Source: an optimization exercise on an open RTL-to-GDS flow (aim: small area and a short achievable clock period). Production flows keep margins and buffers that such runs may drop. Function was not checked in any run shown here: the RTL went through the layout flow alone. Power is estimated from default activity; no workload was simulated.

==> flow/design.v, too long to show whole: its modules and the start of the top module <==
// module eq_streaming: 1071 lines
// module eq_gmux13: 12 lines
// module eq_fa: 4 lines
// module eq_ha: 4 lines
module eq_streaming #(
	parameter integer C_S_AXI_DATA_WIDTH = 32
)
(
    input aclk,
    input aresetn,
    input [C_S_AXI_DATA_WIDTH-1:0] D_READY,
    input [C_S_AXI_DATA_WIDTH-1:0] FFT_PTNS,
    input [C_S_AXI_DATA_WIDTH-1:0] FFT_BKTS,
    input [C_S_AXI_DATA_WIDTH-1:0] my_reg0,
    input [C_S_AXI_DATA_WIDTH-1:0] my_reg1,
    input [C_S_AXI_DATA_WIDTH-1:0] my_reg2,
    input [C_S_AXI_DATA_WIDTH-1:0] my_reg3,
    input [C_S_AXI_DATA_WIDTH-1:0] my_reg4,
    input [C_S_AXI_DATA_WIDTH-1:0] my_reg5,
    input [C_S_AXI_DATA_WIDTH-1:0] my_reg6,
    input [C_S_AXI_DATA_WIDTH-1:0] my_reg7,
    input [C_S_AXI_DATA_WIDTH-1:0] my_reg8,
    input [C_S_AXI_DATA_WIDTH-1:0] my_reg9,
    input [C_S_AXI_DATA_WIDTH-1:0] my_reg10,
    input [C_S_AXI_DATA_WIDTH-1:0] my_reg11,
    input [C_S_AXI_DATA_WIDTH-1:0] my_reg12,
    input [C_S_AXI_DATA_WIDTH-1:0] s_axis_data,
    output reg s_axis_ready,
    input s_axis_valid,
    output reg [C_S_AXI_DATA_WIDTH-1:0] m_axis_data,
    input m_axis_ready,
    output reg m_axis_valid
);
  // ...
==> flow/flow/run.sh <==
#!/bin/bash
set -euo pipefail
MARGIN=$(cat flow/margin.txt)
bash standard.sh SETUP_SLACK_MARGIN=$MARGIN \
  "BUFFER_PORTS_ARGS=-buffer_cell sky130_fd_sc_hd__buf_1" finish > make_finish.log 2>&1
==> flow/flow/margin.txt <==
7
==> flow/standard.sh <==
#!/bin/bash
# synth_recipe.tcl (not shown) runs the flow's synth.tcl, then flattens the netlist and writes it again
# the make line also repeats each setting of config.mk as NAME=value (left out here)
make -C /OpenROAD-flow-scripts/flow DESIGN_CONFIG=/design/flow/config.mk WORK_HOME=/design/flow/orfs CLKGATE_MAP_FILE= SYNTH_SCRIPT=/design/flow/synth_recipe.tcl "${@:-finish}"
==> flow/config.mk <==
export PLATFORM = sky130hd
export DESIGN_NAME = eq_streaming
export DESIGN_NICKNAME = eq_streaming
export VERILOG_FILES = /design/flow/design.v
export SDC_FILE = /design/flow/constraint.sdc
export NUM_CORES = 4
export LEC_CHECK = 0
export CAP_MARGIN = 20
export CORE_MARGIN = 2
export CORE_UTILIZATION = 45
export CTS_CLUSTER_DIAMETER = 80
export CTS_CLUSTER_SIZE = 20
export PLACE_DENSITY = 0.6
export SLEW_MARGIN = 20
export SYNTH_HIERARCHICAL = 1
==> flow/constraint.sdc <==
create_clock -name core_clock -period 10.0 [get_ports {aclk}]
set_input_delay 2.0000 -clock core_clock [delete_from_list [all_inputs] [get_ports {aclk}]]
set_output_delay 2.0000 -clock core_clock [all_outputs]
set_load 0.01 [all_outputs]
==> impl_metrics.toml, run 1 <==
[outcome]
status = "finished clean"

[timing]
maxSlewViolCount = 0
fin_crit_ns = 3.01
holdWs_ns = 0.441
fin_crit_sh = 0.301
fin_skew_ns = 0.0159

[cells_and_area]
final_common_cell = "a22oi_1"
n_all_inverters = 40
seq_cells = 241
n_antenna_cell = 10
fin_nets = 3101
multi_input_area_share = 0.606

[detailed_routing]
vias = 17800
drt-total-wl_um = 83300
firstDrtPassIters = 8
drc = 0

[clocking]
hold_buffers = 0
clk_latency_ns = 0.54

[global_routing]
use_met3 = 0.107
gr-total-overflow = 0

[die]
die_area_sq_um = 45400
die_x_um = 213

[synthesis]
synth_common_cells = "a22oi_1 (373), xnor2_1 (294), dfxtp_1 (225)"
yosys.area.top_type = "dfxtp_1"
yosysWarningCount = 7

[setup_path]
r2r-start = "re_q14_0$_DFF_P_"
setup.worst_path.end = "m_axis_data[15]$_SDFFE_PN0P_"
crit_fanout = 6
path_class = "reg2reg"

[place]
gp_congestion = 0.995
place_area_sq_um = 21400
place_ws_ns = 6.05

[pwr]
p_leak_uw = 0.00824
p_seq_uw = 1490
powerClk_uw = 899
swShare = 0.445
==> run 2, diff against run 1 <==
--- a/flow/config.mk
+++ b/flow/config.mk
@@ -10,4 +10,4 @@
 export CORE_UTILIZATION = 45
-export CTS_CLUSTER_DIAMETER = 80
-export CTS_CLUSTER_SIZE = 20
+export CTS_CLUSTER_DIAMETER = 90
+export CTS_CLUSTER_SIZE = 25
 export PLACE_DENSITY = 0.6
==> impl_metrics.toml, run 2 <==
[setup_path]
path_common_cell = "buf_4"
r2r-start = "z$_SDFFE_PN1P_"
crit_fanout = 32
critPathCaptureType = "flop"
worstPathArrival_ns = 3.48
worstSetupStartpointType = "flop"
r2r_end = "g[13]$_DFF_P_"
path_class = "reg2reg"
crit_slowest_cell = "a222oi_1"
rr_worst_depth = 8
rrSetupSlack_ns = 6.88
critPathBufInv = 2
crit_family = "simple AND/OR/NAND/NOR gates"
max_stage_delay_ns = 0.85
required_ns = 10.37
path_cells = "buf_4 -> or4_4 -> nor4_4 -> and2_1 -> buf_4 -> a222oi_1 -> and3_1 -> nand4_1"

[global_routing]
track_usage = 0.365
grt_max_degree = 37
grt_pass1_vias = 17500
gr-total-overflow = 0
grt_first_pass_wirelength_um = 119000
antenna_found_initial = 13

[cells_and_area]
fin_util = 0.527
largest-register = "m_axis_data"
fin_nets = 3093
drive_above_1_share = 0.0988
areaGrowthSynthToFinish_pct = 15.6
final_common_cell = "a22oi_1"
largest_reg_flops = 32
largestRegisters = "m_axis_data x32, g x24, rem x16"
final_cells = 2851
final_cell_mix = "a22oi_1 (373), buf_1 (366), xnor2_1 (294)"

[synthesis]
yosysWarningCount = 7
async_reset_ff_frac = 0
ys_seq_area_frac = 0.254
ys_ff_latch = 241
yosysUniqueCellTypes = 66
synth_top_area_share = 0.229
yosys.area.top_type = "dfxtp_1"
synth_common_cells = "a22oi_1 (373), xnor2_1 (294), dfxtp_1 (225)"
syn_area_per_cell_sq_um = 9.99
synth_edf_count = 16
synth.most_common_cell = "a22oi_1"
synth_area_leaders = "dfxtp_1 (23%), fa_1 (19%), a22oi_1 (14%)"
syn-num-nets = 2813
synthesis.area_sq_um = 19700
syn_inst = 1968
ys.flop_type = "dfxtp_1"

[detailed_routing]
drt-total-wl_um = 83300
firstDrtPassIters = 6
via_per_inst = 6.17
drt_iter0_drc = 1862
drc = 0
drtAntennaViolNets = 0
wire_per_inst_um = 29.2
vias = 17600

[timing]
worst_slack_ns = 6.88
maxSlewViolCount = 0
finalSetupViolations = 0
rsz0062_at_grt = "true"
fin_crit_ns = 3.12
max_freq_mhz = 321
fin_crit_sh = 0.312
fin_skew_ns = 0.0227
final_hold_viol_count = 0
setup_tns_ns = 0
tightest_slew_ns = 0.929
relSlewSlack = 0.381

[die]
coreArea_sq_um = 43100
ios = 582
dieHeight_um = 213
initial_core_util = 0.456
die_x_um = 213
core.rowCount = 76
die_area_sq_um = 45400

[place]
hpwl_um = 64600
place_inst = 2803
place_ws_ns = 6.05
gp_congestion = 0.995
numPortBuffers = 401

[worst_hold_path]
hold-path-endpoint = "v1$_SDFF_PN0_"
hp-start = "v0$_SDFF_PN0_"
hold_class = "reg2reg"
whs_path_depth = 1

[clocking]
htree_levels = 1
clk_latency_ns = 0.53
hold_buffers = 0
clkTransAtPathRegs_ns = 0.11
cts_sinks = 241
cts_root_buf = "clkbuf_16"
numCtsBuffers = 16
cts_buffer_depth = 3
cts_tree = "done"

[outcome]
status = "finished clean"

[pwr]
powerDensity_nw_per_um2 = 267
p_leak_uw = 0.00815
peakVddDrop_v = 0.000181

[run]
maxCapViolCount = 0
-- run 2: cell counts after synthesis --
No cell type changed its count.
-- run 2: metal layers --
metal | up-vias | wire length [um] | part of all wire | track usage
li1 | 7695 | - | - | -
met1 | 8674 | 31700 | 0.38 | 0.454
met2 | 1030 | 35800 | 0.43 | 0.540
met3 | 185 | 8810 | 0.11 | 0.105
met4 | 10 | 6890 | 0.083 | 0.268
met5 | - | 63 | 0.00076 | 0
-- run 2: logic make-up after synthesis --
kind of cell	synth area share
compound gates	0.215
xor+xnor	0.136
buf+inv	0.0483
simple gates	0.0795
mux	0.00904
flops	0.254
fa+ha+maj	0.259
-- run 2: stage by stage --
step | area, sq um | hold slack (ns) | total power (uW)
floorplan | 19700 | 0.412 | 4040
global placement | 21400 | 0.419 | 5080
detailed placement | 21400 | 0.421 | 5140
CTS | 22400 | 0.432 | 6000
global route | 22700 | 0.444 | 6610
finish | 22700 | 0.423 | 6070
-- run 2: what timing repair did --
item / in CTS / in global routing
setup buffers: 4 / 6
setup endpoints to repair: 130 / 60
gates cloned: 2 / 0
resized for setup: 127 / 65
pin swaps: 2 / 3
-- run 2: layout make-up --
class	instances	area [sq um]
Timing Repair Buffer	452	2230
Sequential cell	241	5130
Clock buffer	19	443
Clock inverter	8	133
Fill cell	3997	20400
Tap cell	585	732
Multi-Input combinational cell	1497	13900
Inverter	40	150
Antenna cell	9	22.5
-- run 2: power by group --
| group | leakage (uW) | switching (uW) | total (uW) | internal, uW |
|---|---|---|---|---|
| logic | 0.00581 | 2100 | 3820 | 1730 |
| registers | 0.00207 | 238 | 1490 | 1260 |
| clock network | 0.000280 | 389 | 751 | 362 |
-- run 2: worst max path at each step --
stage / to / slack (ns) / cells past startpoint / from
after global placement: n[3]$_SDFFE_PN0P_ / 6.22 / 7 / s_axis_valid
after global routing: m_axis_data[14]$_SDFFE_PN0P_ / 6.86 / 9 / re_q15_0$_DFF_P_
after CTS: m_axis_data[31] / 6.99 / 1 / m_axis_data[31]$_SDFFE_PN0P_
after floorplan: m_axis_data[10]$_SDFFE_PN0P_ / 7.00 / 5 / aresetn
after detailed placement: n[3]$_SDFFE_PN0P_ / 6.05 / 7 / s_axis_valid
final: g[13]$_DFF_P_ / 6.88 / 8 / z$_SDFFE_PN1P_
-- run 2: Yosys stat by module, one instance, submodules excluded --
module | cells | flip-flops and latches | area [sq um] | copies in the design
eq_ha | 1 | 0 | 12.5 | 42
eq_gmux13 | 218 | 0 | 1600 | 1
eq_fa | 1 | 0 | 20.0 | 182
eq_streaming | 1526 | 241 | 13900 | 1
==> module eq_gmux13, before the edit <==
module eq_gmux13 (
    input [12:0] sel,
    input [23:0] d0, d1, d2, d3, d4, d5, d6, d7, d8, d9, d10, d11, d12,
    output [23:0] y
);
assign y =
      ({24{sel[0]}}  & d0)  | ({24{sel[1]}}  & d1)  | ({24{sel[2]}}  & d2)
    | ({24{sel[3]}}  & d3)  | ({24{sel[4]}}  & d4)  | ({24{sel[5]}}  & d5)
    | ({24{sel[6]}}  & d6)  | ({24{sel[7]}}  & d7)  | ({24{sel[8]}}  & d8)
    | ({24{sel[9]}}  & d9)  | ({24{sel[10]}} & d10) | ({24{sel[11]}} & d11)
    | ({24{sel[12]}} & d12);
endmodule
==> run 3, diff against run 2 <==
--- a/flow/design.v
+++ b/flow/design.v
@@ -1077,8 +1077,15 @@
 );
-assign y =
-      ({24{sel[0]}}  & d0)  | ({24{sel[1]}}  & d1)  | ({24{sel[2]}}  & d2)
-    | ({24{sel[3]}}  & d3)  | ({24{sel[4]}}  & d4)  | ({24{sel[5]}}  & d5)
-    | ({24{sel[6]}}  & d6)  | ({24{sel[7]}}  & d7)  | ({24{sel[8]}}  & d8)
-    | ({24{sel[9]}}  & d9)  | ({24{sel[10]}} & d10) | ({24{sel[11]}} & d11)
-    | ({24{sel[12]}} & d12);
+genvar i;
+generate for (i = 0; i < 24; i = i + 1) begin : g_bit
+    wire na, nb, nc, nd, ne;
+    eq_aoi222 u_a (.a1(sel[0]), .a2(d0[i]), .b1(sel[1]), .b2(d1[i]), .c1(sel[2]), .c2(d2[i]), .y(na));
+    eq_aoi222 u_b (.a1(sel[3]), .a2(d3[i]), .b1(sel[4]), .b2(d4[i]), .c1(sel[5]), .c2(d5[i]), .y(nb));
+    eq_aoi222 u_c (.a1(sel[6]), .a2(d6[i]), .b1(sel[7]), .b2(d7[i]), .c1(sel[8]), .c2(d8[i]), .y(nc));
+    eq_aoi222 u_d (.a1(sel[9]), .a2(d9[i]), .b1(sel[10]), .b2(d10[i]), .c1(sel[11]), .c2(d11[i]), .y(nd));
+    assign ne = ~(sel[12] & d12[i]);
+    assign y[i] = ~(na & nb & nc & nd & ne);
+end endgenerate
+endmodule
+module eq_aoi222 (input a1, input a2, input b1, input b2, input c1, input c2, output y);
+assign y = ~((a1 & a2) | (b1 & b2) | (c1 & c2));
 endmodule
--- a/flow/config.mk
+++ b/flow/config.mk
@@ -10,4 +10,4 @@
 export CORE_UTILIZATION = 45
-export CTS_CLUSTER_DIAMETER = 90
-export CTS_CLUSTER_SIZE = 25
+export CTS_CLUSTER_DIAMETER = 80
+export CTS_CLUSTER_SIZE = 20
 export PLACE_DENSITY = 0.6
==> impl_metrics.toml, run 3 <==
[outcome]
status = "finished clean"

[detailed_routing]
vias = 17500
drt_iter0_drc = 2096
firstDrtPassIters = 9
wire_per_inst_um = 29.5
drc = 0
drtAntennaViolNets = 0
via_per_inst = 6.30
drt-total-wl_um = 82000

[synthesis]
yosys.area.top_type = "dfxtp_1"
synthesis.area_sq_um = 19400
synth_common_cells = "xnor2_1 (294), a22oi_1 (255), dfxtp_1 (225)"
ys.flop_type = "dfxtp_1"
synth-simple-area-share = 0.0729
synth_edf_count = 16
async_reset_ff_frac = 0
yosysUniqueCellTypes = 67
synth.most_common_cell = "xnor2_1"
synth-xor-area-share = 0.138
syn-num-nets = 2741
synth_mux_area_frac = 0.00917
synth_compound_area_frac = 0.218
synth_top_family_by_area = "adder cells"
yosysWarningCount = 7
ys_seq_area_frac = 0.257
syn_inst = 1896
synth-adder-area-share = 0.262
syn_area_per_cell_sq_um = 10.2
synth_top_area_share = 0.233
ys_ff_latch = 241
synth_area_leaders = "dfxtp_1 (23%), fa_1 (19%), xnor2_1 (13%)"

[die]
die_x_um = 211
coreArea_sq_um = 42800
initial_core_util = 0.453
dieHeight_um = 211
core.rowCount = 76
die_area_sq_um = 44700
ios = 582

[cells_and_area]
drive_above_1_share = 0.114
largestRegisters = "m_axis_data x32, g x24, rem x16"
final_cell_mix = "buf_1 (362), xnor2_1 (294), a22oi_1 (255)"
fin_nets = 3054
largest-register = "m_axis_data"
largest_reg_flops = 32
areaGrowthSynthToFinish_pct = 17.6
final_common_cell = "buf_1"

[global_routing]
grt_pass1_vias = 17200
gr-total-overflow = 0
grt_max_degree = 37
grt_first_pass_wirelength_um = 118000
antenna_found_initial = 22
track_usage = 0.364

[setup_path]
startpoint = "my_reg9[3]"
worstSetupStartpointType = "input pin"
worstPathArrival_ns = 3.56
crit_fanout = 1
r2r-start = "z$_SDFFE_PN1P_"
path_class = "in2reg"
required_ns = 10.42
rrSetupSlack_ns = 6.94
critPathCaptureType = "flop"

[clocking]
numCtsBuffers = 20
hold_buffers = 0
cts_root_buf = "clkbuf_16"
clkTransAtPathRegs_ns = 0.07
cts_sinks = 241
clk_latency_ns = 0.54
cts_tree = "done"
htree_levels = 1
cts_buffer_depth = 3

[place]
gp_congestion = 1.07
hpwl_um = 63700
numPortBuffers = 401
place_ws_ns = 5.94

[timing]
fin_skew_ns = 0.0218
setup_tns_ns = 0
fin_crit_sh = 0.314
tightest_slew_ns = 1.02
max_freq_mhz = 318
worst_slack_ns = 6.86
relSlewSlack = 0.320
fin_crit_ns = 3.14
finalSetupViolations = 0
rsz0062_at_grt = "true"
maxSlewViolCount = 0
final_hold_viol_count = 0

[run]
maxCapViolCount = 0

[worst_hold_path]
hold_class = "reg2reg"
hp-start = "v0$_SDFF_PN0_"

[pwr]
p_leak_uw = 0.00836
finalPower_uw = 6200
peakVddDrop_v = 0.000188
powerDensity_nw_per_um2 = 272
## run 3: final timing paths
kind / end / cells past startpoint
worst max-delay path: g[3]$_DFF_P_ / 5
worst min-delay path: v1$_SDFF_PN0_ / 1
worst max register to register: g[17]$_DFF_P_ / 8
worst min register to register: v1$_SDFF_PN0_ / 1
## run 3: area by class of cell
cell class,instances,area [sq um]
Antenna cell,14,35.0
Multi-Input combinational cell,1449,13800
Fill cell,3893,20000
Timing Repair Buffer,457,2330
Sequential cell,241,5120
Clock inverter,10,111
Tap cell,546,683
Clock buffer,23,543
Inverter,40,154
## run 3: stage by stage
stage / hold slack [ns] / instance area, sq um / util / std cells
after global placement: 0.416 / 21300 / 0.497 / 2718
after floorplan: 0.412 / 19400 / - / 1896
after CTS: 0.440 / 22500 / 0.526 / 2764
after global routing: 0.450 / 22800 / 0.532 / 2767
after detailed placement: 0.421 / 21300 / 0.497 / 2718
final: 0.440 / 22800 / 0.532 / 2780
## run 3: power breakdown
part	internal [uW]	total, uW	switching (uW)
Clock	407	817	410
Sequential	1260	1500	244
Combinational	1760	3880	2120
Total	3420	6200	2780
## run 3: what timing repair did
item	CTS	global route
pin swaps	11	4
endpoints found under the setup margin	138	73
buffers inserted	11	2
resized for setup	163	58
gates cloned	2	0
## run 3: metal layers
| layer | GRT usage | up-vias | share of wire |
|---|---|---|---|
| met3 | 0.0935 | 151 | 0.11 |
| met4 | 0.205 | 10 | 0.065 |
| met2 | 0.552 | 1033 | 0.43 |
| li1 | - | 7640 | - |
| met5 | 0 | - | 0.00082 |
| met1 | 0.472 | 8681 | 0.39 |
## run 3: critical path, stage by stage
cell and delay (ns):
buf_8 0.11, a222oi_1 0.67, buf_4 0.27, nand4_1 0.26
a21o_1 0.25
## run 3: per-module statistics from Yosys, one instance, submodules excluded
module | flops+latches | copies in the design | cells | cell area [sq um]
eq_fa | 0 | 182 | 1 | 20.0
eq_streaming | 241 | 1 | 1526 | 13900
eq_ha | 0 | 42 | 1 | 12.5
eq_aoi222 | 0 | 96 | 1 | 10.0
eq_gmux13 | 0 | 1 | 50 | 358
## run 3: cells by family after synthesis
logic type | count (synthesis)
adders and majority gates | 297
xor gates and xnor gates | 306
AOI/OAI and AO/OA | 556
muxes | 16
buffers and inverters | 206
and+or+nand+nor | 274
DFF | 241

[port drivers added, routing unchanged]
The results above use ideal ports. As a check the final layouts listed here were re-extracted and re-timed, cells and wires unchanged. Step 1, drivers: a clkbuf_16 drives aclk and a buf_2 each remaining input, both assumed. Step 2 moves the port delays by t, midway between the first and last clock arrival at a register: inputs arrive t later, outputs are due t later. That takes back most of the time a late clock gives input paths. Three values: no drivers, after step 1, after step 2; two values: the first two.
| run | t, ns | setup slack, ns | worst setup path at the end | clock arrival spread, ns | worst slew at a driven data input, ns |
|---|---|---|---|---|---|
| run 1 | 0.586 | 6.994 / 6.951 / 6.508 | input to register | 0.017 / 0.018 | 0.18 |
| run 2 | 0.579 | 6.885 / 6.885 / 6.451 | input to register | 0.028 / 0.027 | 0.19 |
| run 3 | 0.584 | 6.859 / 6.870 / 6.286 | input to register | 0.022 / 0.022 | 0.22 |
After both steps setup and hold are still met in every run listed. For run 3, which loses most, drivers alone change the setup slack by +0.011 ns; drivers and shift together by -0.573 ns.
